This is an optimization exercise on Yosys and OpenROAD, whose aim is small area, not a production implementation. In this exercise RTL edits were held to simulation tests only and were not proved equivalent to the original. The flow treats the clock pin as an ideal source, which a real chip does not have. Power is estimated from default activity; no workload was simulated.

===== flow/design.v =====
module ad7606
#(
    parameter USR_CLK_CYCLE_NS = 20,
              T_CYCLE_NS       = 5000,
              T_RESET_NS       = 50,
              T_CONV_MIN_NS    = 3450,
              T_CONV_MAX_NS    = 4150,
              T1_NS            = 40,
              T2_NS            = 25,
              T10_NS           = 25,
              T11_NS           = 15,
              T14_NS           = 25,
              T15_NS           = 6,
              T26_NS           = 25
)
(
    input wire         usr_trigger,
    input wire         usr_clk,
    input wire         usr_rst,
    output reg [15: 0] usr_channel1,
    output reg [15: 0] usr_channel2,
    output reg [15: 0] usr_channel3,
    output reg [15: 0] usr_channel4,
    output reg [15: 0] usr_channel5,
    output reg [15: 0] usr_channel6,
    output reg [15: 0] usr_channel7,
    output reg [15: 0] usr_channel8,
    output wire [3: 0] usr_error,
    output wire        usr_sampling,
    output wire        usr_ready,
    input wire         hw_busy,
    input wire         hw_first_data,
    input wire [15: 0] hw_data,
    output wire        hw_convst,
    output wire        hw_rd,
    output wire        hw_cs,
    output wire        hw_range,
    output wire [2: 0] hw_os,
    output wire        hw_mode_select,
    output wire        hw_reset,
    output wire        hw_stby_n
);
localparam PH_IDLE = 2'b00,
           PH_CVW  = 2'b01,
           PH_WCC  = 2'b11,
           PH_READ = 2'b10;
reg [1: 0]  ph;
reg [7: 0]  cnt;
reg         pend;
reg [2: 0]  code;
reg [2: 0]  trg;
reg [1: 0]  bsy;
reg [1: 0]  fdt;
reg [15: 0] dat1, dat2;
wire idle   = (ph == PH_IDLE);
wire cvw    = (ph == PH_CVW);
wire wcc    = (ph == PH_WCC);
wire rdc    = (ph == PH_READ);
wire [3: 0] k  = cnt[3: 0];
wire [3: 0] ch = cnt[7: 4];
wire ch0       = (ch == 4'd0);
wire por       = idle & ~cnt[3] & ~(cnt[2] & (cnt[1] | cnt[0]));           
wire arst      = pend | por;                                               
wire rst_done  = cnt[3] & cnt[2] & (cnt[1] | cnt[0]);                      
wire rdy_hold  = cnt[3] & cnt[2] & cnt[1];                                 
wire trig_edge = trg[1] & ~trg[2];
wire busy_s    = bsy[1];
wire fd_s      = fdt[1];
wire idle0     = rdc & cnt[7] & cnt[1] & cnt[0];
wire rd_step   = rdc & (k[3] | (k[2] & k[1]));                             
wire fd_ok     = ch0 ? fd_s : ~fd_s;
wire err_fd    = rd_step & ~fd_ok & k[3] & k[2];                           
wire err_conv  = wcc & busy_s & cnt[7] & cnt[6] & cnt[5] & cnt[3];         
wire err_start = cvw & ~busy_s & cnt[3] & cnt[2] & cnt[0];                 
wire err_fast  = ~idle & ~idle0 & trig_edge;
wire [2: 0] new_code = err_fd    ? 3'd2 :
                       err_conv  ? 3'd1 :
                       err_start ? 3'd5 :
                       err_fast  ? 3'd6 : 3'd0;
wire any_err = err_fd | err_conv | err_start | err_fast;
always @(posedge usr_clk) begin
    bsy  <= {bsy[0], hw_busy};
    fdt  <= {fdt[0], hw_first_data};
    dat1 <= hw_data;
    dat2 <= dat1;
end
always @(posedge usr_clk) begin
    if (arst) trg <= 3'b0;
    else      trg <= {trg[1: 0], usr_trigger};
end
always @(posedge usr_clk or negedge usr_rst) begin
    if (!usr_rst) begin
        ph   <= PH_IDLE;
        cnt  <= 8'd0;
        pend <= 1'b0;
        code <= 3'd0;
    end else begin
        pend <= ~arst & any_err;
        if (~idle & ~pend) code <= new_code;
        if (pend) begin
            ph  <= PH_IDLE;
            cnt <= 8'd5;
        end else begin
            case (ph)
                PH_IDLE: begin
                    if (trig_edge & rst_done) begin ph <= PH_CVW; cnt <= 8'd4; end
                    else if (~rdy_hold) cnt <= cnt + 8'd1;
                end
                PH_CVW: begin
                    if (busy_s & cnt[3]) begin ph <= PH_WCC; cnt <= 8'd0; end
                    else cnt <= cnt + 8'd1;
                end
                PH_WCC: begin
                    if (~busy_s) begin ph <= PH_READ; cnt <= 8'd1; end
                    else cnt <= cnt + 8'd1;
                end
                default: begin
                    if (idle0) begin
                        if (trig_edge) begin ph <= PH_CVW; cnt <= 8'd3; end
                        else begin ph <= PH_IDLE; cnt <= 8'd14; end
                    end else if (rd_step & fd_ok) cnt <= {ch + 4'd1, 4'd0};
                    else cnt <= cnt + 8'd1;
                end
            endcase
        end
    end
end
wire [7: 0]  ld, hd;
genvar gi;
generate
    for (gi = 0; gi < 8; gi = gi + 1) begin : g_we
        wire sel = rd_step & (ch[2: 0] == gi);
        assign ld[gi] = ~arst & sel;
        assign hd[gi] = ~arst & ~sel;
    end
endgenerate
always @(posedge usr_clk or negedge usr_rst) if (!usr_rst) usr_channel1 <= 16'b0; else usr_channel1 <= ({16{ld[0]}} & dat2) | ({16{hd[0]}} & usr_channel1);
always @(posedge usr_clk or negedge usr_rst) if (!usr_rst) usr_channel2 <= 16'b0; else usr_channel2 <= ({16{ld[1]}} & dat2) | ({16{hd[1]}} & usr_channel2);
always @(posedge usr_clk or negedge usr_rst) if (!usr_rst) usr_channel3 <= 16'b0; else usr_channel3 <= ({16{ld[2]}} & dat2) | ({16{hd[2]}} & usr_channel3);
always @(posedge usr_clk or negedge usr_rst) if (!usr_rst) usr_channel4 <= 16'b0; else usr_channel4 <= ({16{ld[3]}} & dat2) | ({16{hd[3]}} & usr_channel4);
always @(posedge usr_clk or negedge usr_rst) if (!usr_rst) usr_channel5 <= 16'b0; else usr_channel5 <= ({16{ld[4]}} & dat2) | ({16{hd[4]}} & usr_channel5);
always @(posedge usr_clk or negedge usr_rst) if (!usr_rst) usr_channel6 <= 16'b0; else usr_channel6 <= ({16{ld[5]}} & dat2) | ({16{hd[5]}} & usr_channel6);
always @(posedge usr_clk or negedge usr_rst) if (!usr_rst) usr_channel7 <= 16'b0; else usr_channel7 <= ({16{ld[6]}} & dat2) | ({16{hd[6]}} & usr_channel7);
always @(posedge usr_clk or negedge usr_rst) if (!usr_rst) usr_channel8 <= 16'b0; else usr_channel8 <= ({16{ld[7]}} & dat2) | ({16{hd[7]}} & usr_channel8);
assign usr_sampling   = (cvw & (cnt[3] | (cnt[2] & (cnt[1] | cnt[0])))) | wcc | (rdc & ~idle0);
assign hw_cs          = ~usr_sampling;
assign hw_convst      = ~(cvw & ~cnt[3] & cnt[2] & (cnt[1] | cnt[0]));
assign hw_rd          = ~rdc | (k == 4'd2) | ((k == 4'd1) & ch0) | ((k == 4'd3) & ~ch0);
assign hw_reset       = idle & ((~cnt[3] & cnt[2] & cnt[1]) | (cnt[3] & ~(cnt[2] & (cnt[1] | cnt[0]))));
assign usr_ready      = ~idle | rdy_hold;
assign usr_error      = {1'b0, pend ? 3'd0 : code};
assign hw_range       = 1'b1;
assign hw_os          = 3'b000;
assign hw_mode_select = 1'b0;
assign hw_stby_n      = 1'b1;
endmodule

===== flow/flow/run.sh =====
#!/bin/bash
# Own layout flow: the standard flow (standard.sh) with these changes
#  - after the standard synthesis, the combinational logic is re-mapped for area by ABC
#    (flow/remap.tcl, flow/area.abc); registers keep their cells and names
#  - port buffers use the smallest buffer cell (buf_1)
#  - synthesis' upsized gates are set back to the smallest drive before placement
#    (flow/downsize.tcl); repair_design fixes any slew/cap violation afterwards
#  - clock tree from clkbuf_8 without dummy balancing loads
# Each tool's output goes to a log file of its own in the work folder.
set -euo pipefail
here=$(pwd)
res=$here/orfs/results/$FLOW_PLATFORM/ad7606/base
yosys_bin=$FLOW_HOME/../tools/install/yosys/bin/yosys
[[ -x $yosys_bin ]] || yosys_bin=yosys
args=(
  "BUFFER_PORTS_ARGS=-buffer_cell sky130_fd_sc_hd__buf_1"
  "PRE_GLOBAL_PLACE_TCL=$here/flow/downsize.tcl"
  "CTS_ARGS=-sink_clustering_enable -repair_clock_nets -dont_use_dummy_load -buf_list sky130_fd_sc_hd__clkbuf_8"
)
bash standard.sh "${args[@]}" synth > make_synth.log 2>&1
cp "$res/1_2_yosys.v" "$here/standard_synth.v"
REMAP_IN=$here/standard_synth.v REMAP_OUT=$here/remapped.v REMAP_TOP=$FLOW_TOP \
REMAP_SCRIPT=$here/flow/area.abc \
REMAP_LIB=$FLOW_HOME/platforms/$FLOW_PLATFORM/lib/sky130_fd_sc_hd__tt_025C_1v80.lib \
REMAP_DONTUSE="sky130_fd_sc_hd__probe_p_8 sky130_fd_sc_hd__probec_p_8 sky130_fd_sc_hd__lpflow_*" \
  "$yosys_bin" -c "$here/flow/remap.tcl" > yosys_remap.log 2>&1
REMAP_OUT=$here/remapped.v REMAP_TOP=$FLOW_TOP \
REMAP_LIB=$FLOW_HOME/platforms/$FLOW_PLATFORM/lib/sky130_fd_sc_hd__tt_025C_1v80.lib \
  "$yosys_bin" -c "$here/flow/check.tcl" > yosys_check.log 2>&1
cp "$here/remapped.v" "$res/1_2_yosys.v"
bash standard.sh "${args[@]}" finish > make_finish.log 2>&1

===== flow/flow/area.abc =====
&get -n
&st
&syn3
&dch
&nf -R 1000 -p
&put
mfs3 -a

===== flow/flow/check.tcl =====
# Yosys script: the re-mapped netlist must be made only of library cells, with every net driven.
yosys read_liberty -lib $::env(REMAP_LIB)
yosys read_verilog $::env(REMAP_OUT)
yosys hierarchy -check -top $::env(REMAP_TOP)
yosys check -assert -mapped

===== flow/flow/downsize.tcl =====
# Before global placement: set every combinational cell to the smallest drive strength of
# its own function; repair_design later buffers or upsizes whatever then violates slew/cap.
set n 0
foreach inst [get_cells *] {
  set m [get_property $inst ref_name]
  if {[regexp {^(sky130_fd_sc_hd__(?:[a-z0-9]+))_(\d+)$} $m -> base size]} {
    if {[regexp {^sky130_fd_sc_hd__(df|edf|sdf|dl|conb|tap|fill|decap|clk)} $m]} { continue }
    foreach s {1 0} {
      if {$s >= $size} { continue }
      set cand ${base}_$s
      if {[llength [get_lib_cells -quiet $cand]] > 0} {
        replace_cell [get_full_name $inst] $cand
        incr n
        break
      }
    }
  }
}
puts "downsize: replaced $n cells"

===== flow/flow/remap.tcl =====
# Yosys script: re-map the combinational logic of the standard synthesis netlist for area.
# Registers (and tie cells) are kept as they are, under their own names; only the logic
# between them is re-mapped by ABC with flow/area.abc.
# env: REMAP_IN, REMAP_OUT, REMAP_LIB, REMAP_SCRIPT, REMAP_DONTUSE, REMAP_TOP
yosys read_liberty -ignore_miss_func -ignore_miss_dir $::env(REMAP_LIB)
yosys setattr -mod -set keep_hierarchy 1 sky130_fd_sc_hd__df* sky130_fd_sc_hd__conb_1
yosys read_verilog $::env(REMAP_IN)
yosys hierarchy -top $::env(REMAP_TOP)
yosys flatten
yosys opt_clean -purge
set du {}
foreach c $::env(REMAP_DONTUSE) { lappend du -dont_use $c }
yosys abc -script $::env(REMAP_SCRIPT) -liberty $::env(REMAP_LIB) {*}$du $::env(REMAP_TOP)
yosys setundef -zero $::env(REMAP_TOP)
yosys splitnets $::env(REMAP_TOP)
yosys opt_clean -purge $::env(REMAP_TOP)
yosys hilomap -singleton -hicell sky130_fd_sc_hd__conb_1 HI -locell sky130_fd_sc_hd__conb_1 LO $::env(REMAP_TOP)
yosys delete A:keep_hierarchy
yosys stat -liberty $::env(REMAP_LIB)
yosys write_verilog -noattr -nohex -nodec $::env(REMAP_OUT)

===== flow/standard.sh =====
#!/bin/bash
# synth_recipe.tcl (not shown) runs the flow's synth.tcl, then flattens the netlist and writes it again
# the make line also repeats each setting of config.mk as NAME=value (left out here)
make -C /OpenROAD-flow-scripts/flow DESIGN_CONFIG=/design/flow/config.mk WORK_HOME=/design/flow/orfs CLKGATE_MAP_FILE= SYNTH_SCRIPT=/design/flow/synth_recipe.tcl "${@:-finish}"

===== flow/config.mk =====
export PLATFORM = sky130hd
export DESIGN_NAME = ad7606
export DESIGN_NICKNAME = ad7606
export VERILOG_FILES = /design/flow/design.v
export SDC_FILE = /design/flow/constraint.sdc
export NUM_CORES = 4
export LEC_CHECK = 0
export CAP_MARGIN = 20
export CORE_MARGIN = 2
export CORE_UTILIZATION = 40
export SLEW_MARGIN = 20

===== flow/constraint.sdc =====
create_clock -name core_clock -period 20.0 [get_ports {usr_clk}]
set_input_delay 4.0000 -clock core_clock [delete_from_list [all_inputs] [get_ports {usr_clk}]]
set_output_delay 4.0000 -clock core_clock [all_outputs]
set_load 0.01 [all_outputs]

==> results of run 1 <==
[layer usage]
layer	vias up	GRT usage, %	part of all wire (%)
met5	-	0	0
met2	201	33.6	45
met3	39	6.19	7.4
met4	0	9.59	3.1
li1	2153	-	-
met1	2510	32.1	44
[power by group through the flow]
stage / clock (mW) / combinational, mW / sequential [mW]
floorplan: 0 / 0.172 / 0.450
finish: 0.185 / 0.307 / 0.450
detailed placement: 0 / 0.306 / 0.455
global placement: 0 / 0.303 / 0.454
CTS: 0.189 / 0.307 / 0.448
global route: 0.204 / 0.336 / 0.456
[placed cells by master, fill, tap and decap left out, drive strengths merged]
cell type,count
dfxtp,39
nand4,1
a32oi,1
nor2b,11
nor4,3
dfrtp,142
a311oi,1
nor3,5
o21ai,15
clkbuf,18
a21o,1
nand2b,2
o31ai,1
a311o,1
o211ai,3
nand3,13
a211oi,3
xnor2,1
buf,161
nor3b,1
a21oi,13
a31oi,10
nor2,32
and2,4
clkinv,5
xor2,4
conb,7
a22o,128
nand2,27
or3,2
[path summary, 6_finish.rpt]
| check | start | end | cells past startpoint |
|---|---|---|---|
| setup / recovery | cnt[4] | hw_rd | 4 |
| hold / removal | dat1[2] | dat2[2] | 0 |
| setup reg to reg | ph[1] | usr_channel1[2] | 7 |
| hold reg to reg | dat1[2] | dat2[2] | 0 |
| max in group asynchronous | usr_rst | usr_channel2[2] | 2 |
| min in group asynchronous | usr_rst | usr_channel8[15] | 1 |
[critical path, stage by stage, from the launching register on]
cell and delay [ns]:
dfrtp_1 0.56, nor4_1 0.66, a21oi_1 0.14, o21ai_0 0.21, buf_1 0.17
[stage by stage]
stage	total power [mW]	instance area, µm²	util [%]	setup WS, ns
finish	0.941	7500	49.1	13.82
global route	0.996	7500	49.1	13.70
CTS	0.944	7490	49.1	13.80
detailed placement	0.761	7260	47.6	14.19
global placement	0.757	7260	47.6	14.26
floorplan	0.622	6300	-	14.64
[layout make-up]
cell class	instances	area, µm²
Fill cell	1439	7760
Sequential cell	181	4330
Multi-Input combinational cell	290	2010
Inverter	5	18.8
Clock buffer	17	234
Timing Repair Buffer	162	634
Tap cell	211	264
==> flow_metrics.py, run 1 <==
metrics = {
    "setup_path": {
        "crit_path_max_fanout": 13,
        "start_kind": "flop",
        "end_kind": "output pin",
        "cp_data_required_time_ns": 16.00,
        "r2r_slack_ns": 16.57,
        "worstPathArrival_ns": 2.18,
        "path_class": "flop to output pin",
    },
    "global_routing": {
        "overflow": 0,
        "first_global_vias": 4755,
        "grt_max_degree": 82,
        "grt_antenna_before_repair": 0,
        "grt_first_pass_wirelength_mm": 28.4,
        "grt.total_usage_pct": 22.8,
    },
    "route": {
        "drc": 0,
        "drt_iter0_markers": 387,
        "wl_mm": 18.5,
        "via_per_inst": 5.66,
        "vias": 4903,
        "dr.pass1.iters": 5,
        "wl_per_cell_um": 21.4,
        "antenna_left": 0,
    },
    "clock_network": {
        "cts.sinks": 181,
        "cts_buffer_depth": 2,
        "htreeDepth": 4,
        "clk_latency_ns": 0.46,
        "cts_hold_buf": 0,
        "clk_pin_slew_ns": 0.07,
        "cts_tree": "built",
        "post_cts_resized": 0,
        "cts_setup_buffers": 0,
        "cts_root_buf": "clkbuf_8",
        "numCtsBuffers": 17,
    },
    "min_path": {
        "hold_path.class": "flop to flop",
    },
    "timing": {
        "setup_viol": 0,
        "holdWs_ns": 0.327,
        "maxSlewHeadroom_pct": 22.4,
        "rsz0062_at_grt": "no",
        "slew_violations": 0,
        "fin_crit_ns": 6.18,
        "tightest_slew_ns": 1.16,
        "setup-tns-final_ns": 0,
        "fin_skew_ns": 0.0302,
        "fin_crit_sh_pct": 30.9,
        "hold_viol_final": 0,
        "clock.fmax_mhz": 162,
    },
    "power": {
        "ir_drop_mv": 0.0519,
        "power_density_nw_per_um2": 126,
        "p_seq_share_pct": 47.8,
        "p_comb_share_pct": 32.6,
        "switchingPower_mw": 0.380,
        "switching_share_pct": 40.4,
        "intPower_mw": 0.561,
        "pwr-share-clk_pct": 19.6,
        "p_leak_nw": 3.34,
    },
    "place": {
        "hpwlAfterDp_mm": 12.1,
        "place_congestion": 0.892,
        "placed_cells": 849,
        "io_buffers": 157,
    },
    "finish": {
        "fin_nets": 678,
        "final_cell_count_no_fill": 866,
        "diodes": 0,
        "drive_gt1_share_pct": 6.11,
        "areaGrowthSynthToFinish_pct": 19.4,
    },
    "die": {
        "coreArea_um2": 15300,
        "fp.dieW_um": 129,
        "ios": 165,
        "rows": 45,
        "die-area_um2": 16700,
        "start_util_pct": 41.1,
        "die_y_um": 129,
    },
    "job": {
        "max_cap_violations": 0,
    },
    "logic_synthesis": {
        "syn_area_um2": 6280,
        "syn_area_per_cell_um2": 13.3,
        "yosys_warnings": 1,
        "synth_cells": 471,
    },
    "status": {
        "status": "complete, no violations",
    },
}
==> run 2: changes to the inputs <==
--- a/flow/design.v
+++ b/flow/design.v
@@ -59,19 +59,20 @@
 wire [3: 0] k  = cnt[3: 0];
 wire [3: 0] ch = cnt[7: 4];
 wire ch0       = (ch == 4'd0);
-wire por       = idle & ~cnt[3] & ~(cnt[2] & (cnt[1] | cnt[0]));           
-wire arst      = pend | por;                                               
-wire rst_done  = cnt[3] & cnt[2] & (cnt[1] | cnt[0]);                      
-wire rdy_hold  = cnt[3] & cnt[2] & cnt[1];                                 
 wire trig_edge = trg[1] & ~trg[2];
 wire busy_s    = bsy[1];
 wire fd_s      = fdt[1];
-wire idle0     = rdc & cnt[7] & cnt[1] & cnt[0];
-wire rd_step   = rdc & (k[3] | (k[2] & k[1]));                             
+wire por       = idle & cnt[7];                                            
+wire arst      = pend | por;                                               
+wire idle_go   = ~cnt[7] & cnt[3] & (cnt[1] | trig_edge);                  
+wire idle_hold = ~cnt[7] & cnt[3] & cnt[0];                                
+wire cvw_busy  = cnt[3] | cnt[2];                                          
+wire idle0     = rdc & cnt[7] & cnt[1];
+wire rd_step   = rdc & ((cnt[3] & ~(cnt[2] & cnt[1] & cnt[0])) | (~cnt[3] & cnt[2] & (cnt[1] | cnt[0])));   
 wire fd_ok     = ch0 ? fd_s : ~fd_s;
-wire err_fd    = rd_step & ~fd_ok & k[3] & k[2];                           
+wire err_fd    = rd_step & ~fd_ok & cnt[3] & cnt[1] & cnt[0];              
 wire err_conv  = wcc & busy_s & cnt[7] & cnt[6] & cnt[5] & cnt[3];         
-wire err_start = cvw & ~busy_s & cnt[3] & cnt[2] & cnt[0];                 
+wire err_start = cvw & ~busy_s & cnt[3] & cnt[0];                          
 wire err_fast  = ~idle & ~idle0 & trig_edge;
 wire [2: 0] new_code = err_fd    ? 3'd2 :
                        err_conv  ? 3'd1 :
@@ -88,10 +89,11 @@
     if (arst) trg <= 3'b0;
     else      trg <= {trg[1: 0], usr_trigger};
 end
+wire [7: 0] cnt_inc = cnt + 8'd1;
 always @(posedge usr_clk or negedge usr_rst) begin
     if (!usr_rst) begin
         ph   <= PH_IDLE;
-        cnt  <= 8'd0;
+        cnt  <= 8'd251;
         pend <= 1'b0;
         code <= 3'd0;
     end else begin
@@ -99,27 +101,25 @@
         if (~idle & ~pend) code <= new_code;
         if (pend) begin
             ph  <= PH_IDLE;
-            cnt <= 8'd5;
+            cnt <= 8'd0;
         end else begin
             case (ph)
                 PH_IDLE: begin
-                    if (trig_edge & rst_done) begin ph <= PH_CVW; cnt <= 8'd4; end
-                    else if (~rdy_hold) cnt <= cnt + 8'd1;
+                    if (idle_go) begin ph <= PH_CVW; cnt <= 8'd0; end
+                    else if (~idle_hold) cnt <= cnt_inc;
                 end
                 PH_CVW: begin
-                    if (busy_s & cnt[3]) begin ph <= PH_WCC; cnt <= 8'd0; end
-                    else cnt <= cnt + 8'd1;
+                    if (busy_s & cvw_busy) begin ph <= PH_WCC; cnt <= 8'd0; end
+                    else cnt <= cnt_inc;
                 end
                 PH_WCC: begin
-                    if (~busy_s) begin ph <= PH_READ; cnt <= 8'd1; end
-                    else cnt <= cnt + 8'd1;
+                    if (~busy_s) begin ph <= PH_READ; cnt <= 8'd0; end
+                    else cnt <= cnt_inc;
                 end
                 default: begin
-                    if (idle0) begin
-                        if (trig_edge) begin ph <= PH_CVW; cnt <= 8'd3; end
-                        else begin ph <= PH_IDLE; cnt <= 8'd14; end
-                    end else if (rd_step & fd_ok) cnt <= {ch + 4'd1, 4'd0};
-                    else cnt <= cnt + 8'd1;
+                    if (idle0) begin ph <= PH_IDLE; cnt <= {6'd2, trig_edge, 1'b1}; end
+                    else if (rd_step & fd_ok) cnt <= cnt | 8'h0f;
+                    else cnt <= cnt_inc;
                 end
             endcase
         end
@@ -142,12 +142,12 @@
 always @(posedge usr_clk or negedge usr_rst) if (!usr_rst) usr_channel6 <= 16'b0; else usr_channel6 <= ({16{ld[5]}} & dat2) | ({16{hd[5]}} & usr_channel6);
 always @(posedge usr_clk or negedge usr_rst) if (!usr_rst) usr_channel7 <= 16'b0; else usr_channel7 <= ({16{ld[6]}} & dat2) | ({16{hd[6]}} & usr_channel7);
 always @(posedge usr_clk or negedge usr_rst) if (!usr_rst) usr_channel8 <= 16'b0; else usr_channel8 <= ({16{ld[7]}} & dat2) | ({16{hd[7]}} & usr_channel8);
-assign usr_sampling   = (cvw & (cnt[3] | (cnt[2] & (cnt[1] | cnt[0])))) | wcc | (rdc & ~idle0);
+assign usr_sampling   = (cvw & (cnt[3] | cnt[2] | cnt[1] | cnt[0])) | wcc | (rdc & ~idle0);
 assign hw_cs          = ~usr_sampling;
-assign hw_convst      = ~(cvw & ~cnt[3] & cnt[2] & (cnt[1] | cnt[0]));
-assign hw_rd          = ~rdc | (k == 4'd2) | ((k == 4'd1) & ch0) | ((k == 4'd3) & ~ch0);
-assign hw_reset       = idle & ((~cnt[3] & cnt[2] & cnt[1]) | (cnt[3] & ~(cnt[2] & (cnt[1] | cnt[0]))));
-assign usr_ready      = ~idle | rdy_hold;
+assign hw_convst      = ~(cvw & ~cnt[3] & ~cnt[2] & (cnt[1] | cnt[0]));
+assign hw_rd          = ~rdc | (k == 4'd1) | ((k == 4'd0) & ch0) | ((k == 4'd2) & ~ch0);
+assign hw_reset       = idle & ~cnt[7] & ~cnt[3] & (cnt[2] | cnt[1] | cnt[0]);
+assign usr_ready      = ~idle | (~cnt[7] & cnt[3] & cnt[0]);
 assign usr_error      = {1'b0, pend ? 3'd0 : code};
 assign hw_range       = 1'b1;
 assign hw_os          = 3'b000;
==> flow_metrics.py, run 2 <==
metrics = {
    "status": {
        "status": "complete, no violations",
    },
    "timing": {
        "setup-tns-final_ns": 0,
        "slew_violations": 0,
        "fin_skew_ns": 0.0220,
        "fin_crit_ns": 6.11,
        "rsz0062_at_grt": "no",
        "tightest_slew_ns": 1.16,
        "setup_viol": 0,
        "clock.fmax_mhz": 164,
        "hold_viol_final": 0,
        "setup_ws_ns": 13.89,
        "holdWs_ns": 0.327,
        "fin_crit_sh_pct": 30.6,
        "maxSlewHeadroom_pct": 22.3,
    },
    "power": {
        "power_density_nw_per_um2": 108,
        "p_leak_nw": 3.30,
        "ir_drop_mv": 0.0444,
        "power_mw": 0.797,
    },
    "route": {
        "antenna_left": 0,
        "vias": 4581,
        "wl_per_cell_um": 21.5,
        "wl_mm": 17.5,
        "via_per_inst": 5.63,
        "dr.pass1.iters": 4,
        "drc": 0,
        "drt_iter0_markers": 380,
    },
    "clock_network": {
        "clk_latency_ns": 0.45,
        "cts_root_buf": "clkbuf_8",
        "cts_tree": "built",
        "cts_buffer_depth": 2,
        "post_cts_resized": 0,
        "clk_pin_slew_ns": 0.07,
        "numCtsBuffers": 17,
        "cts_setup_buffers": 0,
        "cts.sinks": 181,
        "htreeDepth": 4,
        "cts_hold_buf": 0,
    },
    "die": {
        "die_y_um": 128,
        "coreArea_um2": 15100,
        "die-area_um2": 16300,
        "ios": 165,
        "rows": 45,
        "start_util_pct": 40.5,
        "fp.dieW_um": 128,
    },
    "setup_path": {
        "r2r_slack_ns": 16.76,
        "endpoint": "hw_rd",
        "path_class": "flop to output pin",
        "start_kind": "flop",
        "cp_data_required_time_ns": 16.00,
        "worstPathArrival_ns": 2.11,
        "cp-startpoint": "cnt[6]",
        "crit_path_max_fanout": 14,
        "r2r-end": "usr_channel2[6]",
        "r2r_start": "cnt[1]",
        "end_kind": "output pin",
        "reg2regPathDepth": 9,
    },
    "min_path": {
        "hold_path.class": "flop to flop",
    },
    "place": {
        "place_congestion": 0.776,
        "hpwlAfterDp_mm": 11.6,
        "io_buffers": 157,
        "pre_cts_slack_ns": 14.23,
    },
    "global_routing": {
        "overflow": 0,
        "grt_use_met3_pct": 5.09,
        "grt_first_pass_wirelength_mm": 26.2,
        "grt_antenna_before_repair": 0,
        "use_met2_pct": 33.2,
        "grt-busiest-layer": "met2",
        "grt.total_usage_pct": 21.7,
        "grt_max_degree": 79,
        "first_global_vias": 4459,
        "met1_usage_pct": 30.5,
    },
    "finish": {
        "mostFrequentLayoutCells": "buf_1 (156), dfrtp_1 (135), a22o_1 (128)",
        "diodes": 0,
        "fin_nets": 648,
        "mostFrequentLayoutCell": "buf_1",
        "fill_cells": 1389,
        "areaGrowthSynthToFinish_pct": 20.1,
        "regArea_um2": 4340,
        "drive_gt1_share_pct": 8.00,
        "multiInputGateArea_um2": 1860,
        "fin_util_pct": 48.7,
    },
    "logic_synthesis": {
        "synth_cells": 437,
        "syn_area_per_cell_um2": 14.0,
        "yosys_warnings": 1,
        "syn_area_um2": 6120,
    },
    "job": {
        "max_cap_violations": 0,
    },
}
==> run 2: how the worst min path moves through the flow <==
stage          startpoint  cells after the start  slack [ns]  endpoint
3_5_place_dp     dat1[10]                      0        0.31  dat2[10]
5_1_grt           dat1[8]                      0        0.33   dat2[8]
6_report         dat1[10]                      0        0.33  dat2[10]
2_1_floorplan      bsy[0]                      0        0.31    bsy[1]
3_3_place_gp      dat1[1]                      0        0.31   dat2[1]
4_1_cts          dat1[10]                      0        0.33  dat2[10]
==> run 2: where the power goes <==
part	switching (mW)	internal, mW
registers	0.0333	0.399
logic	0.120	0.0584
clock network	0.110	0.0752
==> run 2: layout make-up <==
cell class                      instances  area share (%)
Clock buffer                           17            3.18
Inverter                                5           0.255
Multi-Input combinational cell        256            25.3
Sequential cell                       181            59.1
Tap cell                              188            3.20
Timing Repair Buffer                  166            8.99
==> run 2: per-stage QoR <==
step | area, µm² | instances
floorplan | 6140 | 442
global placement | 7110 | 796
detailed placement | 7110 | 796
CTS | 7340 | 813
global route | 7350 | 813
finish | 7350 | 813
==> run 2: critical path: stages (launching register included) <==
cell	delay, ns
dfstp_2	0.72
nor4_1	0.15
o21a_1	0.19
o41ai_1	0.38
buf_1	0.22
==> run 2: metal layers <==
| layer | vias up | share of wire, % |
|---|---|---|
| met5 | - | 0 |
| met2 | 168 | 47 |
| met4 | 0 | 1.5 |
| met1 | 2355 | 45 |
| li1 | 2031 | - |
| met3 | 27 | 5.9 |
==> run 3: changes to the inputs <==
==> flow/flow/area.abc (replaced) <==
&get -n
&st
&deepsyn -T 60
&nf -R 1000 -p
&put
mfs3 -a
==> flow_metrics.py, run 3 <==
metrics = {
    "status": {
        "status": "complete, no violations",
    },
    "global_routing": {
        "grt_antenna_before_repair": 0,
        "first_global_vias": 4329,
        "grt_first_pass_wirelength_mm": 25.9,
        "grt.total_usage_pct": 21.6,
        "overflow": 0,
        "grt_max_degree": 76,
    },
    "timing": {
        "tightest_slew_ns": 1.04,
        "hold_viol_final": 0,
        "maxSlewHeadroom_pct": 30.6,
        "slew_violations": 0,
        "rsz0062_at_grt": "no",
        "clock.fmax_mhz": 162,
        "fin_crit_ns": 6.19,
        "setup-tns-final_ns": 0,
        "setup_viol": 0,
        "holdWs_ns": 0.326,
        "fin_skew_ns": 0.0226,
        "fin_crit_sh_pct": 31.0,
    },
    "finish": {
        "mostFrequentLayoutCells": "buf_1 (156), dfrtp_1 (135), a22o_1 (129)",
        "areaGrowthSynthToFinish_pct": 19.2,
        "regArea_um2": 4340,
        "fin_nets": 622,
        "fill_cells": 1356,
        "multiInputGateArea_um2": 1720,
        "diodes": 0,
        "mostFrequentLayoutCell": "buf_1",
        "drive_gt1_share_pct": 7.35,
        "fin_util_pct": 49.1,
        "final_cell_count_no_fill": 783,
    },
    "clock_network": {
        "cts.sinks": 181,
        "post_cts_resized": 0,
        "numCtsBuffers": 17,
        "cts_hold_buf": 0,
        "cts_setup_buffers": 0,
        "cts_root_buf": "clkbuf_8",
        "clk_pin_slew_ns": 0.07,
        "htreeDepth": 4,
        "cts_buffer_depth": 2,
        "cts_tree": "built",
        "clk_latency_ns": 0.46,
    },
    "setup_path": {
        "worstPathArrival_ns": 2.19,
        "r2r_start": "cnt[1]",
        "start_kind": "flop",
        "cp_data_required_time_ns": 16.00,
        "end_kind": "output pin",
        "crit_path_max_fanout": 8,
        "path_class": "flop to output pin",
        "cp-startpoint": "cnt[4]",
    },
    "die": {
        "fp.dieW_um": 127,
        "die_y_um": 127,
        "rows": 44,
        "ios": 165,
        "die-area_um2": 16100,
        "coreArea_um2": 14600,
        "start_util_pct": 41.1,
    },
    "route": {
        "vias": 4382,
        "wl_per_cell_um": 21.6,
        "via_per_inst": 5.60,
        "wl_mm": 16.9,
        "dr.pass1.iters": 4,
        "drc": 0,
        "antenna_left": 0,
        "drt_iter0_markers": 372,
    },
    "power": {
        "power_density_nw_per_um2": 106,
        "ir_drop_mv": 0.0452,
        "p_leak_nw": 3.25,
        "power_mw": 0.760,
    },
    "logic_synthesis": {
        "syn_area_um2": 6030,
        "yosys_warnings": 1,
        "synth_cells": 414,
        "syn_area_per_cell_um2": 14.6,
    },
    "place": {
        "place_congestion": 0.780,
        "io_buffers": 157,
        "placed_cells": 766,
        "hpwlAfterDp_mm": 11.0,
    },
    "min_path": {
        "hold_path.class": "flop to flop",
        "hold_start": "dat1[4]",
    },
    "job": {
        "max_cap_violations": 0,
    },
}
==> run 3: per-layer routing <==
layer | vias up | routed length (µm) | global-route usage (%) | part of all wire [%]
li1 | 1933 | - | - | -
met1 | 2257 | 7340 | 30.7 | 43
met2 | 175 | 7870 | 31.8 | 46
met3 | 17 | 1500 | 6.83 | 8.9
met4 | 0 | 222 | 6.85 | 1.3
met5 | - | 0 | 0 | 0
==> run 3: cell type report <==
type / count / area share (%)
Inverter: 4 / 0.209
Timing Repair Buffer: 163 / 8.88
Sequential cell: 181 / 60.4
Clock buffer: 17 / 3.26
Tap cell: 184 / 3.20
Multi-Input combinational cell: 234 / 24.0
==> run 3: stage by stage <==
step | cell area, µm² | worst slack, ns
floorplan | 6040 | 14.61
global placement | 6950 | 14.31
detailed placement | 6950 | 14.25
CTS | 7180 | 13.79
global route | 7180 | 13.66
finish | 7180 | 13.81
==> run 3: path summary, 6_finish.rpt <==
path | end | slack [ns] | cells after the start
setup / recovery | hw_rd | 13.81 | 5
hold / removal | dat2[4] | 0.33 | 0
setup reg to reg | usr_channel4[6] | 16.46 | 8
hold reg to reg | dat2[4] | 0.33 | 0
max in group asynchronous | usr_channel7[3] | 14.81 | 2
min in group asynchronous | code[0] | 3.69 | 1
==> run 3: where the power goes <==
part           switching (mW)  internal (mW)  total, mW
Sequential             0.0255          0.389      0.414
Clock                   0.110         0.0752      0.185
Combinational           0.112         0.0493      0.161
Total                   0.247          0.513      0.760
==> run 3: worst max-delay path: stages, from the launching register on <==
cell	delay, ns
dfstp_2	0.41
nor4_1	0.54
nor3_1	0.08
a2111oi_0	0.38
or2_0	0.17
buf_1	0.17
==> run 4: changes to the inputs <==
--- a/flow/flow/run.sh
+++ b/flow/flow/run.sh
@@ -15,6 +15,7 @@
 args=(
   "BUFFER_PORTS_ARGS=-buffer_cell sky130_fd_sc_hd__buf_1"
   "PRE_GLOBAL_PLACE_TCL=$here/flow/downsize.tcl"
+  "GPL_KEEP_OVERFLOW=0"
   "CTS_ARGS=-sink_clustering_enable -repair_clock_nets -dont_use_dummy_load -buf_list sky130_fd_sc_hd__clkbuf_8"
 )
 bash standard.sh "${args[@]}" synth > make_synth.log 2>&1
==> flow_metrics.py, run 4 <==
metrics = {
    "timing": {
        "rsz0062_at_grt": "no",
        "maxSlewHeadroom_pct": 33.0,
        "slew_violations": 0,
        "setup_viol": 0,
        "fin_crit_sh_pct": 31.5,
        "setup-tns-final_ns": 0,
        "hold_viol_final": 0,
        "fin_skew_ns": 0.0219,
        "tightest_slew_ns": 1.00,
        "clock.fmax_mhz": 159,
        "fin_crit_ns": 6.30,
    },
    "clock_network": {
        "htreeDepth": 4,
        "clk_latency_ns": 0.46,
        "cts_setup_buffers": 0,
        "cts_root_buf": "clkbuf_8",
        "cts.sinks": 181,
        "cts_tree": "built",
        "clk_pin_slew_ns": 0.09,
        "cts_buffer_depth": 2,
        "post_cts_resized": 0,
        "cts_hold_buf": 0,
        "numCtsBuffers": 17,
    },
    "place": {
        "placed_cells": 774,
        "io_buffers": 157,
        "place_congestion": 0.830,
        "hpwlAfterDp_mm": 11.8,
    },
    "route": {
        "dr.pass1.iters": 5,
        "via_per_inst": 5.62,
        "vias": 4444,
        "antenna_left": 0,
        "drt_iter0_markers": 282,
        "drc": 0,
        "wl_mm": 16.9,
        "wl_per_cell_um": 21.4,
    },
    "power": {
        "power_density_nw_per_um2": 104,
        "p_leak_nw": 3.34,
        "ir_drop_mv": 0.0381,
    },
    "setup_path": {
        "crit_path_max_fanout": 7,
        "worstPathArrival_ns": 2.30,
        "crit_path_max_incr_delay_ns": 0.55,
        "end_kind": "output pin",
        "crit_chain": "nor4_1, nor3_1, a2111oi_0, or2_0, buf_1",
        "path_class": "flop to output pin",
        "cp_data_required_time_ns": 16.00,
        "cpMaxStageDelayCell": "a2111oi_0",
        "start_kind": "flop",
    },
    "status": {
        "status": "complete, no violations",
    },
    "job": {
        "max_cap_violations": 0,
    },
    "global_routing": {
        "first_global_vias": 4490,
        "grt_antenna_before_repair": 1,
        "grt_max_degree": 34,
        "grt_first_pass_wirelength_mm": 26.7,
        "overflow": 0,
        "grt.total_usage_pct": 22.1,
    },
    "die": {
        "rows": 44,
        "ios": 165,
        "coreArea_um2": 14600,
        "die_y_um": 127,
        "start_util_pct": 41.1,
        "die-area_um2": 16100,
        "fp.dieW_um": 127,
    },
    "finish": {
        "areaGrowthSynthToFinish_pct": 22.2,
        "mostFrequentLayoutCell": "buf_1",
        "fill_cells": 1347,
        "diodes": 0,
        "fin_nets": 630,
        "final_cell_count_no_fill": 791,
        "drive_gt1_share_pct": 9.06,
        "mostFrequentLayoutCells": "buf_1 (156), dfrtp_1 (135), a22o_1 (129)",
    },
    "logic_synthesis": {
        "yosys_warnings": 1,
        "syn_area_per_cell_um2": 14.6,
        "synth_cells": 414,
        "syn_area_um2": 6030,
    },
    "min_path": {
        "hold_path.class": "flop to flop",
    },
}
==> run 4: cell type report <==
class	instances	area, µm²	share of cell area [%]
Tap cell	184	230	3.13
Inverter	4	15.0	0.204
Clock buffer	17	234	3.18
Multi-Input combinational cell	234	1730	23.5
Sequential cell	181	4340	59.0
Timing Repair Buffer	171	807	11.0
==> run 4: final timing paths <==
check	start	to	slack, ns	cells past startpoint
worst max-delay path	cnt[7]	hw_rd	13.70	5
worst min-delay path	dat1[11]	dat2[11]	0.33	0
worst max register to register	cnt[1]	usr_channel4[14]	16.64	7
worst min register to register	dat1[11]	dat2[11]	0.33	0
max in group asynchronous	usr_rst	usr_channel5[14]	15.83	4
min in group asynchronous	usr_rst	ph[0]	3.35	1
==> run 4: worst max-delay path, delay by kind of cell, from the launching register on <==
kind	cells	cell delay, ns
buf+inv	1	0.15
simple gates	3	0.75
flops	1	0.41
compound gates	1	0.55
==> run 4: stage by stage <==
stage          instance area, µm²  hold slack (ns)  util (%)  power, mW  setup WS [ns]
6_report                     7360            0.326      50.3      0.768          13.70
5_1_grt                      7360            0.336      50.3      0.810          13.33
4_1_cts                      7360            0.330      50.3      0.773          13.72
3_5_place_dp                 7130            0.312      48.7      0.592          14.22
3_3_place_gp                 6860            0.310      46.9      0.570           8.77
2_1_floorplan                6040            0.310         -      0.511          14.61
==> run 4: metal layers <==
layer,vias to the layer above,share of wire (%),track usage [%]
met3,17,8.3,7.59
met1,2286,43,30.0
met4,0,1.2,6.53
met2,191,47,33.9
li1,1950,-,-
met5,-,0,0
==> run 4: power by group <==
group | internal (mW) | total (mW) | switching (mW) | leakage, nW
sequential | 0.389 | 0.414 | 0.0252 | 2.28
clock | 0.0751 | 0.183 | 0.108 | 0.122
combinational | 0.0565 | 0.171 | 0.115 | 0.937
total | 0.520 | 0.768 | 0.248 | 3.34
==> run 5: changes to the inputs <==
--- a/flow/flow/run.sh
+++ b/flow/flow/run.sh
@@ -15,7 +15,6 @@
 args=(
   "BUFFER_PORTS_ARGS=-buffer_cell sky130_fd_sc_hd__buf_1"
   "PRE_GLOBAL_PLACE_TCL=$here/flow/downsize.tcl"
-  "GPL_KEEP_OVERFLOW=0"
   "CTS_ARGS=-sink_clustering_enable -repair_clock_nets -dont_use_dummy_load -buf_list sky130_fd_sc_hd__clkbuf_8"
 )
 bash standard.sh "${args[@]}" synth > make_synth.log 2>&1
==> flow/flow/area.abc (replaced) <==
&get -n
&st
&syn3
&dch
&nf -R 1000 -p
&put
mfs3 -a
--- a/flow/config.mk
+++ b/flow/config.mk
@@ -8,4 +8,5 @@
 export CAP_MARGIN = 20
 export CORE_MARGIN = 2
 export CORE_UTILIZATION = 40
+export GPL_TIMING_DRIVEN = 0
 export SLEW_MARGIN = 20
==> flow_metrics.py, run 5 <==
metrics = {
    "status": {
        "status": "complete, no violations",
    },
    "clock_network": {
        "htreeDepth": 4,
        "cts_root_buf": "clkbuf_8",
        "clk_latency_ns": 0.47,
        "cts.sinks": 181,
        "clk_pin_slew_ns": 0.06,
        "cts_setup_buffers": 0,
        "post_cts_resized": 0,
        "cts_tree": "built",
        "cts_hold_buf": 0,
        "numCtsBuffers": 17,
        "cts_buffer_depth": 2,
    },
    "die": {
        "rows": 45,
        "start_util_pct": 40.5,
        "ios": 165,
        "die_y_um": 128,
        "fp.dieW_um": 128,
        "coreArea_um2": 15100,
        "die-area_um2": 16300,
    },
    "timing": {
        "fin_crit_ns": 6.13,
        "hold_viol_final": 0,
        "setup_viol": 0,
        "setup-tns-final_ns": 0,
        "clock.fmax_mhz": 163,
        "maxSlewHeadroom_pct": 40.3,
        "rsz0062_at_grt": "no",
        "fin_crit_sh_pct": 30.6,
        "fin_skew_ns": 0.0326,
        "slew_violations": 0,
        "holdWs_ns": 0.327,
        "tightest_slew_ns": 0.895,
    },
    "setup_path": {
        "crit_chain": "nor4_1, o21a_1, o41ai_1, buf_1",
        "crit_path_max_fanout": 14,
        "end_kind": "output pin",
        "cp_data_required_time_ns": 16.00,
        "crit_path_max_incr_delay_ns": 0.73,
        "start_kind": "flop",
        "worstPathArrival_ns": 2.13,
        "cpMaxStageDelayCell": "dfstp_2",
        "path_class": "flop to output pin",
    },
    "power": {
        "ir_drop_mv": 0.0431,
        "power_mw": 0.806,
        "p_comb_share_pct": 23.3,
        "switching_share_pct": 33.0,
        "switchingPower_mw": 0.266,
        "intPower_mw": 0.540,
        "power_density_nw_per_um2": 107,
        "p_leak_nw": 3.39,
        "pwr-share-clk_pct": 23.0,
        "p_seq_share_pct": 53.6,
    },
    "finish": {
        "mostFrequentLayoutCell": "buf_1",
        "mostFrequentLayoutCells": "buf_1 (156), dfrtp_1 (135), a22o_1 (128)",
        "fin_util_pct": 49.8,
        "final_cell_count_no_fill": 825,
        "fill_cells": 1406,
        "areaGrowthSynthToFinish_pct": 22.9,
        "drive_gt1_share_pct": 9.89,
        "diodes": 0,
        "fin_nets": 660,
    },
    "logic_synthesis": {
        "yosys_warnings": 1,
        "syn_area_per_cell_um2": 14.0,
        "synth_cells": 437,
        "syn_area_um2": 6120,
    },
    "route": {
        "via_per_inst": 5.60,
        "wl_per_cell_um": 20.7,
        "drt_iter0_markers": 310,
        "drc": 0,
        "vias": 4624,
        "wl_mm": 17.1,
        "dr.pass1.iters": 5,
        "antenna_left": 0,
    },
    "global_routing": {
        "grt_first_pass_wirelength_mm": 26.5,
        "grt_max_degree": 35,
        "grt_antenna_before_repair": 0,
        "first_global_vias": 4529,
        "overflow": 0,
        "grt.total_usage_pct": 21.7,
    },
    "place": {
        "place_congestion": 0.888,
        "placed_cells": 808,
        "io_buffers": 157,
        "hpwlAfterDp_mm": 12.0,
    },
    "min_path": {
        "hold_path.class": "flop to flop",
    },
    "job": {
        "max_cap_violations": 0,
    },
}
[run 5: cell types whose count changed in the layout (fill, tap and decap cells not counted), sizes merged, moves of 3 or more]
cell   before  now
a21oi       6    9
buf       171  178
o21ai       1    8
nand2       7   15
nor4        1    4
nor2       29   32
[run 5: path summary, 6_finish.rpt]
path,depth (start not counted),slack (ns),endpoint,startpoint
max reg2reg,9,16.96,usr_channel1[4],cnt[1]
min in group asynchronous,1,3.50,ph[1],usr_rst
min reg2reg,0,0.33,dat2[8],dat1[8]
max in group asynchronous,3,15.73,usr_channel2[8],usr_rst
min,0,0.33,dat2[8],dat1[8]
max,4,13.87,hw_rd,cnt[6]
[run 5: stage by stage]
| stage | worst slack, ns | cell area, µm² |
|---|---|---|
| global route | 13.71 | 7520 |
| floorplan | 14.62 | 6140 |
| finish | 13.87 | 7520 |
| global placement | 8.78 | 6960 |
| detailed placement | 14.38 | 7280 |
| CTS | 13.88 | 7520 |
[run 5: routing by layer]
| metal | routed length [µm] | GRT usage [%] | up-vias |
|---|---|---|---|
| li1 | - | - | 2055 |
| met1 | 7540 | 30.0 | 2362 |
| met2 | 8110 | 32.8 | 181 |
| met3 | 1160 | 6.47 | 26 |
| met4 | 279 | 7.63 | 0 |
| met5 | 0 | 0 | - |
[run 5: layout make-up]
cell class	count	area (µm²)	area share (%)
flip-flops and latches	181	4340	57.8
multi-input cells	256	1860	24.8
repair buffers	178	825	11.0
well taps	188	235	3.13
clock buffers	17	234	3.11
inverters	5	18.8	0.250
[run 5: power groups by stage]
stage,combinational [mW],clock [mW],sequential (mW)
after floorplan,0.0999,0,0.437
after global placement,0.169,0,0.437
after detailed placement,0.188,0,0.439
after CTS,0.189,0.190,0.432
after global routing,0.206,0.204,0.438
final,0.188,0.186,0.432
[run 5: worst max-delay path: cells and delay by family, from the launching register on]
family | cells | cell delay, ns
simple gates | 1 | 0.15
buf+inv | 1 | 0.20
compound gates | 2 | 0.60
flops | 1 | 0.73
==> run 6: changes to the inputs <==
--- a/flow/flow/run.sh
+++ b/flow/flow/run.sh
@@ -5,7 +5,8 @@
 #  - port buffers use the smallest buffer cell (buf_1)
 #  - synthesis' upsized gates are set back to the smallest drive before placement
 #    (flow/downsize.tcl); repair_design fixes any slew/cap violation afterwards
-#  - clock tree from clkbuf_8 without dummy balancing loads
+#  - clock tree from clkbuf_8 without dummy balancing loads; after CTS each clock buffer
+#    gets the smallest clkbuf that keeps flip-flop clock slews under 110 ps (flow/post_cts.tcl)
 # Each tool's output goes to a log file of its own in the work folder.
 set -euo pipefail
 here=$(pwd)
@@ -15,6 +16,7 @@
 args=(
   "BUFFER_PORTS_ARGS=-buffer_cell sky130_fd_sc_hd__buf_1"
   "PRE_GLOBAL_PLACE_TCL=$here/flow/downsize.tcl"
+  "POST_CTS_TCL=$here/flow/post_cts.tcl"
   "CTS_ARGS=-sink_clustering_enable -repair_clock_nets -dont_use_dummy_load -buf_list sky130_fd_sc_hd__clkbuf_8"
 )
 bash standard.sh "${args[@]}" synth > make_synth.log 2>&1
==> flow/flow/area.abc (replaced) <==
&get -n
&st
&deepsyn -T 60
&nf -R 1000 -p
&put
mfs3 -a
==> flow/flow/post_cts.tcl (new file) <==
proc clk_sink_slew {} {
  set worst 0.0
  foreach pin [all_registers -clock_pins] {
    foreach p {slew_max_rise slew_max_fall} {
      set s [get_property $pin $p]
      if {$s > $worst} { set worst $s }
    }
  }
  return $worst
}
set limit 0.110
estimate_parasitics -placement
puts "clock resize: worst flop clock slew before [clk_sink_slew]"
set bufs [get_cells -filter "ref_name =~ sky130_fd_sc_hd__clkbuf_*"]
# clock tree buffers that drive flip-flops first, then the ones above them
set leaves {}
set upper {}
foreach inst $bufs {
  if {![string match "clkbuf_*" [get_full_name $inst]]} { continue }
  set out [get_pins -of_objects $inst -filter "direction == output"]
  set loads [get_pins -of_objects [get_nets -of_objects $out] -filter "direction == input"]
  set to_buf 0
  foreach l $loads {
    if {[string match "sky130_fd_sc_hd__clkbuf_*" [get_property [get_cells -of_objects $l] ref_name]]} { set to_buf 1 }
  }
  if {$to_buf} { lappend upper $inst } else { lappend leaves $inst }
}
set clkbufs [concat $leaves $upper]
set changed 0
foreach inst $clkbufs {
  set name [get_full_name $inst]
  set orig [get_property $inst ref_name]
  foreach cand {sky130_fd_sc_hd__clkbuf_2 sky130_fd_sc_hd__clkbuf_4} {
    if {$cand eq $orig} { break }
    replace_cell $name $cand
    estimate_parasitics -placement
    if {[clk_sink_slew] <= $limit} { incr changed; break }
    replace_cell $name $orig
    estimate_parasitics -placement
  }
}
puts "clock resize: $changed buffers made smaller, worst flop clock slew after [clk_sink_slew]"
--- a/flow/config.mk
+++ b/flow/config.mk
@@ -8,5 +8,4 @@
 export CAP_MARGIN = 20
 export CORE_MARGIN = 2
 export CORE_UTILIZATION = 40
-export GPL_TIMING_DRIVEN = 0
 export SLEW_MARGIN = 20
==> flow_metrics.py, run 6 <==
metrics = {
    "route": {
        "drc": 0,
        "antenna_left": 0,
        "vias": 4310,
        "wl_mm": 16.6,
        "wl_per_cell_um": 21.2,
        "dr.pass1.iters": 4,
        "drt_iter0_markers": 275,
        "via_per_inst": 5.50,
    },
    "global_routing": {
        "grt_first_pass_wirelength_mm": 25.2,
        "first_global_vias": 4284,
        "grt.total_usage_pct": 20.8,
        "grt_antenna_before_repair": 0,
        "grt_max_degree": 74,
        "overflow": 0,
    },
    "clock_network": {
        "cts.sinks": 181,
        "cts_tree": "built",
        "clk_pin_slew_ns": 0.11,
        "clk_latency_ns": 0.60,
    },
    "die": {
        "die_y_um": 127,
        "start_util_pct": 41.2,
        "coreArea_um2": 14600,
        "rows": 44,
        "ios": 165,
        "fp.dieW_um": 127,
        "die-area_um2": 16100,
    },
    "finish": {
        "fin_area_um2": 7160,
        "drive_gt1_share_pct": 7.33,
        "areaGrowthSynthToFinish_pct": 18.8,
        "multiInputGateArea_um2": 1720,
        "diodes": 0,
        "fin_nets": 623,
        "fin_util_pct": 48.9,
        "regArea_um2": 4340,
        "mostFrequentLayoutCell": "buf_1",
        "final_cell_count_no_fill": 784,
        "fill_cells": 1319,
        "mostFrequentLayoutCells": "buf_1 (156), dfrtp_1 (135), a22o_1 (128)",
    },
    "timing": {
        "holdWs_ns": 0.331,
        "fin_crit_sh_pct": 31.1,
        "fin_skew_ns": 0.0377,
        "setup-tns-final_ns": 0,
        "rsz0062_at_grt": "no",
        "slew_violations": 0,
        "clock.fmax_mhz": 161,
        "fin_crit_ns": 6.21,
        "setup_viol": 0,
        "setup_ws_ns": 13.79,
        "tightest_slew_ns": 1.00,
        "maxSlewHeadroom_pct": 33.1,
        "hold_viol_final": 0,
    },
    "status": {
        "status": "complete, no violations",
    },
    "logic_synthesis": {
        "synth_cells": 412,
        "syn_area_um2": 6030,
        "yosys_warnings": 1,
        "syn_area_per_cell_um2": 14.6,
    },
    "min_path": {
        "hold_path.class": "flop to flop",
    },
    "place": {
        "placed_cells": 767,
        "pre_cts_slack_ns": 14.22,
        "io_buffers": 157,
        "place_congestion": 0.820,
        "hpwlAfterDp_mm": 10.9,
        "placed_area_um2": 6970,
    },
    "setup_path": {
        "worstPathArrival_ns": 2.21,
        "crit_path_max_fanout": 8,
        "start_kind": "flop",
        "end_kind": "output pin",
        "cp_data_required_time_ns": 16.00,
        "path_class": "flop to output pin",
        "r2r_slack_ns": 16.63,
    },
    "job": {
        "max_cap_violations": 0,
    },
    "power": {
        "ir_drop_mv": 0.0445,
        "power_density_nw_per_um2": 101,
        "p_leak_nw": 3.28,
        "power_mw": 0.724,
    },
}
run 6: changes by cell type in the layout (fill, tap and decap cells not counted), moves of 3 or more:
cell      before  now
buf_4          7   10
clkbuf_4       0    6
nor2_1        26   14
a31oi_2        3    0
clkbuf_8      17   11
o21ai_0        8    5
nor3_2         5    2
buf_12         4    0
buf_2          4    0
nand2_1       15   11
buf_6          5    0
nor2b_1        8   11
run 6: where the power goes:
| part | internal [mW] | switching, mW |
|---|---|---|
| clock | 0.0619 | 0.107 |
| sequential | 0.388 | 0.0259 |
| combinational | 0.0435 | 0.0973 |
run 6: layout make-up:
class | count | share of cell area (%)
sequential | 181 | 60.6
multi-input combinational | 233 | 24.0
timing repair buffer | 166 | 9.22
tap | 184 | 3.21
clock buffer | 17 | 2.74
inverter | 3 | 0.157
run 6: final timing paths:
check | startpoint | end | cells after the start
max in group asynchronous | usr_rst | usr_channel1[9] | 2
worst max-delay path | cnt[7] | hw_rd | 4
worst min-delay path | dat1[12] | dat2[12] | 0
min in group asynchronous | usr_rst | usr_channel5[15] | 1
worst max register to register | cnt[0] | usr_channel3[9] | 8
worst min register to register | dat1[12] | dat2[12] | 0
run 6: worst max-delay path, cell delays in order (launching register included):
cell and delay (ns):
dfstp_2 0.43, nor4_1 0.59, nor3_1 0.09, o41ai_1 0.33, buf_1 0.19
run 6: metal layers:
metal / wire length [µm] / global-route usage, % / vias up
li1: - / - / 1938
met4: 209 / 5.17 / 0
met5: 0 / 0 / -
met2: 7540 / 31.1 / 156
met3: 1360 / 6.79 / 15
met1: 7500 / 29.5 / 2201
==> run 7: changes to the inputs <==
--- a/flow/design.v
+++ b/flow/design.v
@@ -85,10 +85,7 @@
     dat1 <= hw_data;
     dat2 <= dat1;
 end
-always @(posedge usr_clk) begin
-    if (arst) trg <= 3'b0;
-    else      trg <= {trg[1: 0], usr_trigger};
-end
+always @(posedge usr_clk) trg <= {trg[1: 0], usr_trigger};
 wire [7: 0] cnt_inc = cnt + 8'd1;
 always @(posedge usr_clk or negedge usr_rst) begin
     if (!usr_rst) begin
==> flow_metrics.py, run 7 <==
metrics = {
    "finish": {
        "fin_area_um2": 7150,
        "mostFrequentLayoutCells": "buf_1 (156), dfrtp_1 (135), a22o_1 (128)",
        "fill_cells": 1318,
        "diodes": 0,
        "regArea_um2": 4340,
        "multiInputGateArea_um2": 1700,
        "fin_util_pct": 49.0,
        "final_cell_count_no_fill": 784,
        "areaGrowthSynthToFinish_pct": 18.9,
        "drive_gt1_share_pct": 7.50,
        "fin_nets": 623,
        "mostFrequentLayoutCell": "buf_1",
    },
    "place": {
        "pre_cts_slack_ns": 14.25,
        "io_buffers": 157,
        "hpwlAfterDp_mm": 10.9,
        "place_congestion": 0.823,
        "placed_cells": 767,
        "placed_area_um2": 6960,
    },
    "clock_network": {
        "cts.sinks": 181,
        "clk_latency_ns": 0.60,
        "clk_pin_slew_ns": 0.09,
        "cts_tree": "built",
    },
    "global_routing": {
        "grt_max_degree": 93,
        "grt.total_usage_pct": 21.4,
        "grt_first_pass_wirelength_mm": 26.0,
        "overflow": 0,
        "grt_antenna_before_repair": 0,
        "first_global_vias": 4367,
    },
    "die": {
        "rows": 44,
        "fp.dieW_um": 127,
        "start_util_pct": 41.2,
        "die_y_um": 127,
        "die-area_um2": 16000,
        "ios": 165,
        "coreArea_um2": 14600,
    },
    "timing": {
        "holdWs_ns": 0.331,
        "setup_ws_ns": 13.92,
        "setup_viol": 0,
        "fin_crit_sh_pct": 30.4,
        "fin_skew_ns": 0.0389,
        "fin_crit_ns": 6.08,
        "tightest_slew_ns": 0.992,
        "setup-tns-final_ns": 0,
        "clock.fmax_mhz": 164,
        "maxSlewHeadroom_pct": 33.8,
        "rsz0062_at_grt": "no",
        "hold_viol_final": 0,
        "slew_violations": 0,
    },
    "setup_path": {
        "worstPathArrival_ns": 2.08,
        "start_kind": "flop",
        "crit_chain": "nor4_1, o21ai_0, o211ai_1, nand2_1, buf_1",
        "crit_path_max_fanout": 11,
        "end_kind": "output pin",
        "path_class": "flop to output pin",
        "cpMaxStageDelayCell": "nor4_1",
        "crit_family": "simple AND/OR/NAND/NOR gates",
        "worstSetupPathDepth": 5,
        "crit_path_max_incr_delay_ns": 0.57,
        "reg2regPathDepth": 6,
        "cp_data_required_time_ns": 16.00,
        "critPathBufInv": 1,
    },
    "route": {
        "drc": 0,
        "drt_iter0_markers": 417,
        "via_per_inst": 5.63,
        "dr.pass1.iters": 5,
        "wl_mm": 16.7,
        "vias": 4412,
        "wl_per_cell_um": 21.2,
        "antenna_left": 0,
    },
    "logic_synthesis": {
        "syn_area_per_cell_um2": 14.6,
        "synth_cells": 411,
        "yosys_warnings": 1,
        "syn_area_um2": 6010,
    },
    "min_path": {
        "hold_path_depth": 0,
        "hold_path.class": "flop to flop",
    },
    "job": {
        "max_cap_violations": 0,
    },
    "power": {
        "power_density_nw_per_um2": 105,
        "ir_drop_mv": 0.0398,
        "power_mw": 0.748,
        "p_leak_nw": 3.24,
    },
    "status": {
        "status": "complete, no violations",
    },
}
==> run 7: worst paths after layout <==
kind	start	end	slack, ns
worst max-delay path	cnt[7]	hw_rd	13.92
worst min-delay path	dat1[8]	dat2[8]	0.33
worst max register to register	ph[1]	usr_channel2[3]	16.90
worst min register to register	dat1[8]	dat2[8]	0.33
max in group asynchronous	usr_rst	usr_channel2[3]	15.20
min in group asynchronous	usr_rst	ph[0]	3.59
==> run 7: metal layers <==
layer  vias up  wire length (µm)  track usage (%)
met2       173              7830             33.0
li1       1934                 -                -
met3        26              1160             6.41
met5         -                 0                0
met1      2279              7350             29.5
met4         0               312             6.79
==> run 7: power breakdown <==
part           internal [mW]  total (mW)  switching (mW)
Combinational         0.0526       0.160           0.107
Sequential             0.395       0.424          0.0285
Clock                 0.0577       0.165           0.107
Total                  0.506       0.748           0.242
==> run 7: worst reg2reg max path, stage by stage, from the launching register on <==
cell	delay, ns
dfrtp_1	0.53
nor2b_1	0.33
nand4bb_1	0.20
or3_1	0.46
nor2_2	0.76
nor2_2	0.39
a22o_1	0.29
==> run 7: area by class of cell <==
type	instances	area share, %
sequential	181	60.8
multi-input combinational	231	23.8
timing repair buffer	167	9.40
tap	184	3.22
clock buffer	17	2.57
inverter	4	0.210
==> run 8: changes to the inputs <==
--- a/flow/flow/run.sh
+++ b/flow/flow/run.sh
@@ -17,6 +17,7 @@
   "BUFFER_PORTS_ARGS=-buffer_cell sky130_fd_sc_hd__buf_1"
   "PRE_GLOBAL_PLACE_TCL=$here/flow/downsize.tcl"
   "POST_CTS_TCL=$here/flow/post_cts.tcl"
+  "SKIP_REPAIR_TIE_FANOUT=1"
   "CTS_ARGS=-sink_clustering_enable -repair_clock_nets -dont_use_dummy_load -buf_list sky130_fd_sc_hd__clkbuf_8"
 )
 bash standard.sh "${args[@]}" synth > make_synth.log 2>&1
==> flow_metrics.py, run 8 <==
metrics = {
    "die": {
        "ios": 165,
        "fp.dieW_um": 127,
        "start_util_pct": 41.2,
        "die_y_um": 127,
        "die-area_um2": 16000,
        "rows": 44,
        "coreArea_um2": 14600,
    },
    "finish": {
        "mostFrequentLayoutCell": "buf_1",
        "areaGrowthSynthToFinish_pct": 18.2,
        "fill_cells": 1310,
        "mostFrequentLayoutCells": "buf_1 (156), dfrtp_1 (135), a22o_1 (128)",
        "regArea_um2": 4340,
        "fin_nets": 613,
        "multiInputGateArea_um2": 1690,
        "drive_gt1_share_pct": 7.46,
    },
    "timing": {
        "tightest_slew_ns": 1.03,
        "rsz0062_at_grt": "no",
        "hold_viol_final": 0,
        "setup_viol": 0,
        "clock.fmax_mhz": 168,
        "fin_skew_ns": 0.0373,
        "fin_crit_sh_pct": 29.7,
        "setup-tns-final_ns": 0,
        "holdWs_ns": 0.332,
        "fin_crit_ns": 5.95,
        "maxSlewHeadroom_pct": 31.2,
        "slew_violations": 0,
    },
    "setup_path": {
        "critPathBufInv": 2,
        "cp_data_required_time_ns": 16.00,
        "r2r_start": "ph[1]",
        "crit_path_max_fanout": 11,
        "start_kind": "flop",
        "r2r-end": "usr_channel2[8]",
        "end_kind": "output pin",
        "cpMostUsedCell": "o21ai_0",
        "path_class": "flop to output pin",
        "crit_family": "flip-flops",
        "crit_path_max_incr_delay_ns": 0.64,
        "crit_chain": "nand2_1, o21ai_0, o21ai_0, clkinv_1, buf_1",
        "worstPathArrival_ns": 1.95,
        "r2r_slack_ns": 16.90,
        "cpMaxStageDelayCell": "dfstp_2",
        "reg2regPathDepth": 6,
    },
    "global_routing": {
        "grt_first_pass_wirelength_mm": 25.3,
        "grt_max_degree": 86,
        "overflow": 0,
        "grt.total_usage_pct": 20.9,
        "grt_antenna_before_repair": 1,
        "first_global_vias": 4267,
    },
    "clock_network": {
        "clk_pin_slew_ns": 0.08,
        "cts_tree": "built",
        "clk_latency_ns": 0.58,
        "cts.sinks": 181,
    },
    "min_path": {
        "hold-path-endpoint": "dat2[14]",
        "hold_path_depth": 0,
        "hold_path.class": "flop to flop",
        "hold_start": "dat1[14]",
    },
    "route": {
        "via_per_inst": 5.59,
        "drt_iter0_markers": 360,
        "wl_mm": 16.5,
        "dr.pass1.iters": 5,
        "drc": 0,
        "wl_per_cell_um": 21.3,
        "antenna_left": 0,
        "vias": 4333,
    },
    "logic_synthesis": {
        "synth_cells": 411,
        "yosys_warnings": 1,
        "syn_area_per_cell_um2": 14.6,
        "syn_area_um2": 6010,
    },
    "power": {
        "ir_drop_mv": 0.0538,
        "power_density_nw_per_um2": 105,
        "p_leak_nw": 3.20,
    },
    "status": {
        "status": "complete, no violations",
    },
    "place": {
        "io_buffers": 157,
        "place_congestion": 0.902,
        "hpwlAfterDp_mm": 10.8,
    },
    "job": {
        "max_cap_violations": 0,
    },
}
run 8: worst max path at each step:
stage / startpoint / to / depth (start not counted)
3_3_place_gp: usr_rst / usr_channel1[14] / 2
2_1_floorplan: cnt[1] / hw_cs / 4
6_report: cnt[7] / hw_cs / 5
3_5_place_dp: usr_rst / usr_channel1[14] / 2
5_1_grt: cnt[7] / hw_rd / 5
run 8: final cells by class:
| type | count | share of cell area [%] |
|---|---|---|
| inverter | 4 | 0.211 |
| antenna | 1 | 0.0352 |
| sequential | 181 | 61.2 |
| clock buffer | 17 | 2.59 |
| multi-input combinational | 226 | 23.8 |
| tap | 184 | 3.24 |
| timing repair buffer | 162 | 8.93 |
run 8: power breakdown:
part	total, mW	internal, mW	switching [mW]
registers	0.424	0.395	0.0284
clock network	0.164	0.0578	0.106
logic	0.155	0.0506	0.104
total	0.743	0.504	0.239
run 8: per-layer routing:
layer,GRT usage [%],up-vias,share of wire (%)
met4,6.21,0,1.3
met2,32.6,177,47
met3,6.16,13,7.2
met5,0,-,0
li1,-,1930,-
met1,28.7,2213,44
run 8: stage by stage:
step | setup WS [ns] | area, µm² | power (mW) | utilization [%] | instances
2_1_floorplan | 14.70 | 6010 | 0.515 | - | 411
5_1_grt | 13.88 | 7100 | 0.782 | 48.7 | 775
3_3_place_gp | 14.29 | 6910 | 0.582 | 47.4 | 757
6_report | 14.05 | 7100 | 0.743 | 48.7 | 775
3_5_place_dp | 14.23 | 6910 | 0.585 | 47.4 | 757
run 8: worst register-to-register path, cell delays in order (launching register included):
cell and delay [ns]:
dfrtp_1 0.49, nor2b_1 0.31, nand4bb_1 0.20, or3_1 0.45, nor2_2 0.82, nor2_2 0.42, a22o_1 0.31

## afterwards: timing with drivers on the ports
How much do the figures lean on ideal ports? The routed layouts below were timed once more, with nothing changed but the port constraints. Step 1 sets driving cells, clkbuf_16 on the clock port and buf_2 on the other inputs (assumed; they add their load-dependent delay and slew). Step 2 times the ports against the registers' clock, not the clock port: input delays grow and output delays shrink by t, the midpoint of the rising clock arrivals with the driver on. Slacks: no drivers / after step 1 / after step 2; pairs: no drivers / after step 1.
run | t, ns | setup slack, ns | worst hold slack (ns) | worst register clock-pin slew, ns | worst slew at a driven data input, ns
run 1 | 0.482 | 13.824 / 13.786 / 14.268 | 0.327 / 0.327 / 0.327 | 0.09 / 0.09 | 0.03
run 2 | 0.482 | 13.889 / 13.851 / 14.331 | 0.327 / 0.327 / 0.327 | 0.09 / 0.09 | 0.06
run 3 | 0.479 | 13.808 / 13.771 / 14.250 | 0.326 / 0.326 / 0.326 | 0.09 / 0.09 | 0.06
run 4 | 0.483 | 13.696 / 13.659 / 14.142 | 0.326 / 0.326 / 0.326 | 0.09 / 0.09 | 0.08
run 5 | 0.488 | 13.874 / 13.837 / 14.325 | 0.327 / 0.327 / 0.327 | 0.09 / 0.09 | 0.06
run 6 | 0.611 | 13.787 / 13.756 / 14.367 | 0.331 / 0.331 / 0.331 | 0.11 / 0.11 | 0.05
run 7 | 0.623 | 13.918 / 13.880 / 14.503 | 0.331 / 0.331 / 0.331 | 0.11 / 0.11 | 0.04
run 8 | 0.591 | 14.053 / 14.018 / 14.608 | 0.332 / 0.332 / 0.332 | 0.11 / 0.11 | 0.03
After both steps every run listed still meets setup and hold. The worst setup slack also covers recovery checks on asynchronous resets.
